Source: an optimization exercise on an open RTL-to-GDS flow (aim: small area). Production flows keep margins and buffers that such runs may drop. In this exercise RTL edits were held to simulation tests only and were not proved equivalent to the original. No driver is modelled on the clock port, so clocking that relies on it looks cheaper here than on a real chip.

==> inputs of 10-13 <==
## clmul_top
module clmul_top (
    input  wire         clk,
    input  wire [63:0]  a,
    input  wire [63:0]  b,
    output wire [127:0] p
);
==> flow/config.mk <==
export PLATFORM = sky130hd
export DESIGN_NAME = clmul_top
export DESIGN_NICKNAME = clmul_top
export VERILOG_FILES = /design/flow/design.v
export SDC_FILE = /design/flow/constraint.sdc
export NUM_CORES = 4
export LEC_CHECK = 0
export CAP_MARGIN = 20
export CORE_MARGIN = 2
export CORE_UTILIZATION = 66
export CTS_BUF_LIST = sky130_fd_sc_hd__clkbuf_4
export CTS_CLUSTER_DIAMETER = 70
export CTS_CLUSTER_SIZE = 10
export GPL_TIMING_DRIVEN = 0
export PLACE_DENSITY = 0.86
export SETUP_SLACK_MARGIN = 0.3
export SLEW_MARGIN = 20
==> flow/constraint.sdc <==
create_clock -name core_clock -period 5.0 [get_ports {clk}]
set_input_delay 1.0000 -clock core_clock [delete_from_list [all_inputs] [get_ports {clk}]]
set_output_delay 1.0000 -clock core_clock [all_outputs]
set_load 0.01 [all_outputs]
standard.sh (not shown) runs the stock make flow with config.mk's settings and CLKGATE_MAP_FILE= SYNTH_SCRIPT=/design/flow/synth_recipe.tcl, a recipe that flattens the netlist after the stock synthesis.
==> flow/flow/run.sh <==
#!/bin/bash
set -euo pipefail
W=$PWD
R=$W/orfs/results/$FLOW_PLATFORM/clmul_top/base
{ cat flow/synth_pre.tcl; sed '1s/-noshare /-noshare -noabc /' synth_recipe.tcl; } > my_synth.tcl
grep -q -- '-noshare -noabc' my_synth.tcl
sed "s#SYNTH_SCRIPT=[^ ]*#SYNTH_SCRIPT=$W/my_synth.tcl#" standard.sh > my_standard.sh
grep -q "SYNTH_SCRIPT=$W/my_synth.tcl" my_standard.sh
export FLOW_GATES_MAP=$W/flow/gates_map.v
bash my_standard.sh "$R/1_2_yosys.v" > synth.log 2>&1
python3 flow/absorb_inv.py "$R/1_2_yosys.v" "$W/absorbed.v" > absorb.log 2>&1
python3 flow/skew_clk.py "$W/absorbed.v" "$W/skewed.v" sky130_fd_sc_hd__clkbuf_2 > skew.log 2>&1
cp "$W/skewed.v" "$R/1_2_yosys.v"
export BUFFER_PORTS_ARGS="-buffer_cell sky130_fd_sc_hd__buf_1"
export CTS_ARGS="-sink_clustering_enable -repair_clock_nets -sink_clustering_size 8 -sink_clustering_max_diameter 70 -buf_list sky130_fd_sc_hd__clkbuf_8 -root_buf sky130_fd_sc_hd__clkbuf_16 -no_insertion_delay -dont_use_dummy_load"
bash my_standard.sh > layout.log 2>&1
==> flow/flow/skew_clk.py <==
#!/usr/bin/env python3
"""Clock the product registers (p_q) through one delay cell, so their clock
arrives a little after the operand registers' (a_q, b_q): useful skew for the
register-to-register paths through the multiplier. The paths from the inputs
and to the outputs are not helped by it (the output paths lose the skew).
Usage: skew_clk.py IN.v OUT.v CELL"""
import re, sys
src = open(sys.argv[1]).read()
cell = sys.argv[3]
pat = re.compile(r'(sky130_fd_sc_hd__dfxtp_\d+ \\p_q\[\d+\]\$_DFF_P_ \(\s*\.CLK\()clk(\))')
src, n = pat.subn(r'\1clk_skew\2', src)
assert n > 0
src, m = re.subn(r'^(\s*wire clk;\n)', r'\1  wire clk_skew;\n', src, count=1, flags=re.M)
assert m == 1
inst = '  %s clk_skew_dly (\n    .A(clk),\n    .X(clk_skew)\n  );\nendmodule' % cell
i = src.rindex('endmodule')
src = src[:i] + inst + src[i + len('endmodule'):]
open(sys.argv[2], 'w').write(src)
print('moved %d registers to the skewed clock through %s' % (n, cell))
Other scripts of this flow, unchanged in this note and not shown: flow/flow/absorb_inv.py, flow/flow/gates_map.v, flow/flow/synth_pre.tcl
==> 08-26: changes against 10-13 <==
==> flow/flow/run.sh (replaced) <==
#!/bin/bash
# Own flow: the standard synthesis script, except that the gates are mapped
# one to one onto sky130 cells (no ABC restructuring), inverters folded into
# XOR/XNOR gates, every gate at drive strength 1; then the standard layout
# with the ports buffered by buf_1 cells and no CTS dummy loads. Each tool's output goes to its own
# log here.
set -euo pipefail
W=$PWD
R=$W/orfs/results/$FLOW_PLATFORM/clmul_top/base
{ cat flow/synth_pre.tcl; sed '1s/-noshare /-noshare -noabc /' synth_recipe.tcl; } > my_synth.tcl
grep -q -- '-noshare -noabc' my_synth.tcl
sed "s#SYNTH_SCRIPT=[^ ]*#SYNTH_SCRIPT=$W/my_synth.tcl#" standard.sh > my_standard.sh
grep -q "SYNTH_SCRIPT=$W/my_synth.tcl" my_standard.sh
export FLOW_GATES_MAP=$W/flow/gates_map.v
bash my_standard.sh "$R/1_2_yosys.v" > synth.log 2>&1
python3 flow/absorb_inv.py "$R/1_2_yosys.v" "$W/absorbed.v" > absorb.log 2>&1
cp "$W/absorbed.v" "$R/1_2_yosys.v"
export BUFFER_PORTS_ARGS="-buffer_cell sky130_fd_sc_hd__buf_1"
# CTS as ORFS runs it with the settings in config.mk, but without the dummy
# load cells that CTS adds to even out the leaf capacitances.
export CTS_ARGS="-sink_clustering_enable -repair_clock_nets -sink_clustering_size 10 -sink_clustering_max_diameter 70 -buf_list sky130_fd_sc_hd__clkbuf_4 -dont_use_dummy_load"
bash my_standard.sh > layout.log 2>&1
CORE_UTILIZATION = 60   (was 66)
PLACE_DENSITY = 0.8   (was 0.86)
SETUP_SLACK_MARGIN = 0.4   (was 0.3)
removed: flow/flow/skew_clk.py
==> 04-04: changes against 10-13 <==
--- a/flow/flow/run.sh
+++ b/flow/flow/run.sh
@@ -12,5 +12,6 @@
 python3 flow/skew_clk.py "$W/absorbed.v" "$W/skewed.v" sky130_fd_sc_hd__clkbuf_2 > skew.log 2>&1
 cp "$W/skewed.v" "$R/1_2_yosys.v"
 export BUFFER_PORTS_ARGS="-buffer_cell sky130_fd_sc_hd__buf_1"
-export CTS_ARGS="-sink_clustering_enable -repair_clock_nets -sink_clustering_size 8 -sink_clustering_max_diameter 70 -buf_list sky130_fd_sc_hd__clkbuf_8 -root_buf sky130_fd_sc_hd__clkbuf_16 -no_insertion_delay -dont_use_dummy_load"
+export CTS_ARGS="-sink_clustering_enable -repair_clock_nets -sink_clustering_size 8 -sink_clustering_max_diameter 70 -buf_list sky130_fd_sc_hd__clkbuf_4 -root_buf sky130_fd_sc_hd__clkbuf_16 -no_insertion_delay -dont_use_dummy_load"
+export POST_CTS_TCL=$W/flow/clk_slew.tcl
 bash my_standard.sh > layout.log 2>&1
==> flow/flow/clk_slew.tcl (new file) <==
set_propagated_clock [all_clocks]
estimate_parasitics -placement
set n 0
foreach inst [get_cells *] {
  if {[get_property $inst ref_name] ne "sky130_fd_sc_hd__clkbuf_4"} { continue }
  set pin [get_pins -of_objects $inst -filter "direction == output"]
  set s [get_property $pin slew_max]
  if {$s > 0.085} {
    replace_cell $inst [get_lib_cells sky130_fd_sc_hd__clkbuf_8]
    incr n
  }
}
puts "clk_slew.tcl: upsized $n clock buffers to clkbuf_8"
detailed_placement
check_placement -verbose
CORE_UTILIZATION = 60   (was 66)
PLACE_DENSITY = 0.8   (was 0.86)
==> results by group <==
Routing
  • Detailed-routed wire length on met2: 47800 um
  • WL/cell: 23.6 um

Run status
  • Outcome: no timing/DRC/antenna violations

Floorplan
  • Core area: 0.0502 mm^2
  • Num rows: 82

Final layout
  • # nets final: 4324
  • Fin cells: 4866

Place
  • GPL Wtd Cong: 1.06
Source of the figures above: 04-04

==> results by group <==
Run status
  • Outcome: no timing/DRC/antenna violations

Final layout
  • Fin cells: 4861

Place
  • GPL Wtd Cong: 1.08

Floorplan
  • Core area: 0.0502 mm^2
  • Num rows: 82

Routing
  • Detailed-routed wire length on met2: 47100 um
Source of the figures above: 08-26

==> results by group <==
Run status
  • Outcome: no timing/DRC/antenna violations

Final layout
  • Layout clock buffers: 34
  • # nets final: 4323
  • Fin cells: 4793

Floorplan
  • Num rows: 78
  • Core area: 0.0456 mm^2

Routing
  • WL/cell: 23.1 um
  • Detailed-routed wire length on met2: 45600 um

Place
  • GPL Wtd Cong: 1.15
Source of the figures above: 10-13


---

==> indigo <==
clmul_top again, from the RTL that the note above started with.
Settings: LEC_CHECK=0, CAP_MARGIN=20, CORE_MARGIN=2, CORE_UTILIZATION=60, CTS_BUF_LIST=sky130_fd_sc_hd__clkbuf_4, CTS_CLUSTER_DIAMETER=70, CTS_CLUSTER_SIZE=10, GPL_TIMING_DRIVEN=0, PLACE_DENSITY=0.8, SETUP_SLACK_MARGIN=0.3, SLEW_MARGIN=20; clock period 5.0 ns.
==> flow/flow/run.sh <==
#!/bin/bash
set -euo pipefail
W=$PWD
R=$W/orfs/results/$FLOW_PLATFORM/clmul_top/base
{ cat flow/synth_pre.tcl; sed '1s/-noshare /-noshare -noabc /' synth_recipe.tcl; } > my_synth.tcl
grep -q -- '-noshare -noabc' my_synth.tcl
sed "s#SYNTH_SCRIPT=[^ ]*#SYNTH_SCRIPT=$W/my_synth.tcl#" standard.sh > my_standard.sh
grep -q "SYNTH_SCRIPT=$W/my_synth.tcl" my_standard.sh
export FLOW_GATES_MAP=$W/flow/gates_map.v
bash my_standard.sh "$R/1_2_yosys.v" > synth.log 2>&1
python3 flow/absorb_inv.py "$R/1_2_yosys.v" "$W/absorbed.v" > absorb.log 2>&1
python3 flow/skew_clk.py "$W/absorbed.v" "$W/skewed.v" sky130_fd_sc_hd__clkbuf_2 > skew.log 2>&1
cp "$W/skewed.v" "$R/1_2_yosys.v"
# All p[*] pins on the bottom edge (flow/pins.tcl).
export PRE_IO_PLACEMENT_TCL=$W/flow/pins.tcl
export BUFFER_PORTS_ARGS="-buffer_cell sky130_fd_sc_hd__buf_1"
export CTS_ARGS="-sink_clustering_enable -repair_clock_nets -sink_clustering_size 8 -sink_clustering_max_diameter 70 -buf_list sky130_fd_sc_hd__clkbuf_8 -root_buf sky130_fd_sc_hd__clkbuf_16 -no_insertion_delay -dont_use_dummy_load"
bash my_standard.sh > layout.log 2>&1
==> flow/flow/pins.tcl <==
set names {}
for {set i 0} {$i < 128} {incr i} { lappend names "p\[$i\]" }
set_io_pin_constraint -region bottom:* -pin_names $names
==> flow/flow/skew_clk.py <==
#!/usr/bin/env python3
"""Clock the product registers (p_q) through one delay cell, so their clock
arrives a little after the operand registers' (a_q, b_q): useful skew for the
register-to-register paths through the multiplier. The paths from the inputs
and to the outputs are not helped by it (the output paths lose the skew).
Usage: skew_clk.py IN.v OUT.v CELL"""
import re, sys
src = open(sys.argv[1]).read()
cell = sys.argv[3]
pat = re.compile(r'(sky130_fd_sc_hd__dfxtp_\d+ \\p_q\[\d+\]\$_DFF_P_ \(\s*\.CLK\()clk(\))')
src, n = pat.subn(r'\1clk_skew\2', src)
assert n > 0
src, m = re.subn(r'^(\s*wire clk;\n)', r'\1  wire clk_skew;\n', src, count=1, flags=re.M)
assert m == 1
inst = '  %s clk_skew_dly (\n    .A(clk),\n    .X(clk_skew)\n  );\nendmodule' % cell
i = src.rindex('endmodule')
src = src[:i] + inst + src[i + len('endmodule'):]
open(sys.argv[2], 'w').write(src)
print('moved %d registers to the skewed clock through %s' % (n, cell))
Other scripts of this flow, unchanged in this note and not shown: flow/flow/absorb_inv.py, flow/flow/gates_map.v, flow/flow/synth_pre.tcl
==> sierra (differences from indigo) <==
==> flow/flow/run.sh (replaced) <==
#!/bin/bash
# Own flow: the standard synthesis script, except that the gates are mapped
# one to one onto sky130 cells (no ABC restructuring), inverters folded into
# XOR/XNOR gates, every gate at drive strength 1; then the standard layout
# with the ports buffered by buf_1 cells. Each tool's output goes to its own
# log here.
set -euo pipefail
W=$PWD
R=$W/orfs/results/$FLOW_PLATFORM/clmul_top/base
{ cat flow/synth_pre.tcl; sed '1s/-noshare /-noshare -noabc /' synth_recipe.tcl; } > my_synth.tcl
grep -q -- '-noshare -noabc' my_synth.tcl
sed "s#SYNTH_SCRIPT=[^ ]*#SYNTH_SCRIPT=$W/my_synth.tcl#" standard.sh > my_standard.sh
grep -q "SYNTH_SCRIPT=$W/my_synth.tcl" my_standard.sh
export FLOW_GATES_MAP=$W/flow/gates_map.v
bash my_standard.sh "$R/1_2_yosys.v" > synth.log 2>&1
python3 flow/absorb_inv.py "$R/1_2_yosys.v" "$W/absorbed.v" > absorb.log 2>&1
cp "$W/absorbed.v" "$R/1_2_yosys.v"
export BUFFER_PORTS_ARGS="-buffer_cell sky130_fd_sc_hd__buf_1"
bash my_standard.sh > layout.log 2>&1
- SETUP_SLACK_MARGIN: 0.3 -> 0.4
removed: flow/flow/pins.tcl
removed: flow/flow/skew_clk.py
==> raven (differences from indigo) <==
--- a/flow/flow/run.sh
+++ b/flow/flow/run.sh
@@ -13,4 +13,2 @@
 cp "$W/skewed.v" "$R/1_2_yosys.v"
-# All p[*] pins on the bottom edge (flow/pins.tcl).
-export PRE_IO_PLACEMENT_TCL=$W/flow/pins.tcl
 export BUFFER_PORTS_ARGS="-buffer_cell sky130_fd_sc_hd__buf_1"
removed: flow/flow/pins.tcl
==> summary of the runs <==
Cell area: sierra > indigo > raven.
Clock skew: raven > indigo > sierra.
In sierra the hold slack is higher than in raven, by 96 ps.
Between sierra and raven, the lower core utilization is in raven (gap 0.90 points).
Of indigo and raven, indigo has the higher first-iteration DRC count (gap about 1.8%, measured against raven).
In synthesized cell count, indigo and raven do not differ.
Die area is about the same in sierra and indigo.
Maximum frequency: raven > sierra > indigo.
==> figures <==
|  | raven | sierra | indigo |
|---|---|---|---|
| Result of the run | complete, no violations | complete, no violations | complete, no violations |
| Fraction of final layout cells with drive strength greater than 1 | 0.009301 | 0.02719 | 0.01932 |
| Global-route usage over all layers | 0.4245 | 0.4164 | 0.4484 |
| Clock buf/inv share | 0.01493 | 0.009992 | 0.01478 |
| Non-Filler Instances | 4865 | 4866 | 4865 |
| FF-to-FF End | p_q[63] | p_q[63] | p_q[64] |
| HPWL after detailed placement | 92070 µm | 91260 µm | 98550 µm |
| Via density per instance | 5.587 | 5.569 | 5.656 |
| Total area of sequential cells | 0.005105 mm² | 0.005110 mm² | 0.005105 mm² |
| Largest net degree at the start of global routing | 17 | 16 | 17 |
| Multi-input gate area | 0.02544 mm² | 0.02605 mm² | 0.02575 mm² |
| Met2 GRT Util | 0.6277 | 0.6184 | 0.6912 |
| Post-route minimum period | 4445 ps | 4650 ps | 4836 ps |
| Non-Clock Buffer Count | 258 | 256 | 258 |
| Launch point of the worst reg-to-reg path | b_q[20] | b_q[35] | a_q[31] |
| Pre-CTS setup slack | 57.82 ps | -20.30 ps | -509.6 ps |
| Placed Cells | 4830 | 4829 | 4830 |
| Sequential share of cell area | 0.1554 | 0.1534 | 0.1539 |
| Worst skew pair latency | 1140 ps | 840 ps | 940 ps |

==> port drivers added, routing unchanged <==
In the flow no input, the clock included, has a driving cell. The finished layouts below were timed again as built, in two steps.
Step 1 sets driving cells, clkbuf_16 on the clock port and buf_2 on the other inputs (assumed; they add their load-dependent delay and slew).
Step 2, shift: input delay + t, output delay - t, t = (earliest + latest rising clock arrival at the registers) / 2. This alone moves slack from input paths to output paths.
Three values: no drivers, after step 1, after step 2; two values: the first two.
| run | t (ns) | slack for setup (ns) | clock arrival spread, ns | worst register clock-pin slew, ns |
|---|---|---|---|---|
| 10-13 | 0.783 | 0.414 / 0.414 / 0.414 | 0.773 / 0.773 | 0.11 / 0.11 |
| 08-26 | 0.832 | 0.354 / 0.354 / 0.354 | 0.116 / 0.115 | 0.11 / 0.11 |
| 04-04 | 0.803 | 0.596 / 0.596 / 0.596 | 0.794 / 0.794 | 0.12 / 0.12 |
| indigo | 0.702 | 0.164 / 0.164 / 0.164 | 0.577 / 0.577 | 0.09 / 0.09 |
| sierra | 0.851 | 0.350 / 0.350 / 0.350 | 0.069 / 0.069 | 0.12 / 0.12 |
| raven | 0.801 | 0.555 / 0.555 / 0.555 | 0.783 / 0.782 | 0.12 / 0.12 |
Clock arrivals are far apart in 10-13, 04-04, indigo and raven, so t is only a midpoint there and step 2 fits no single register.
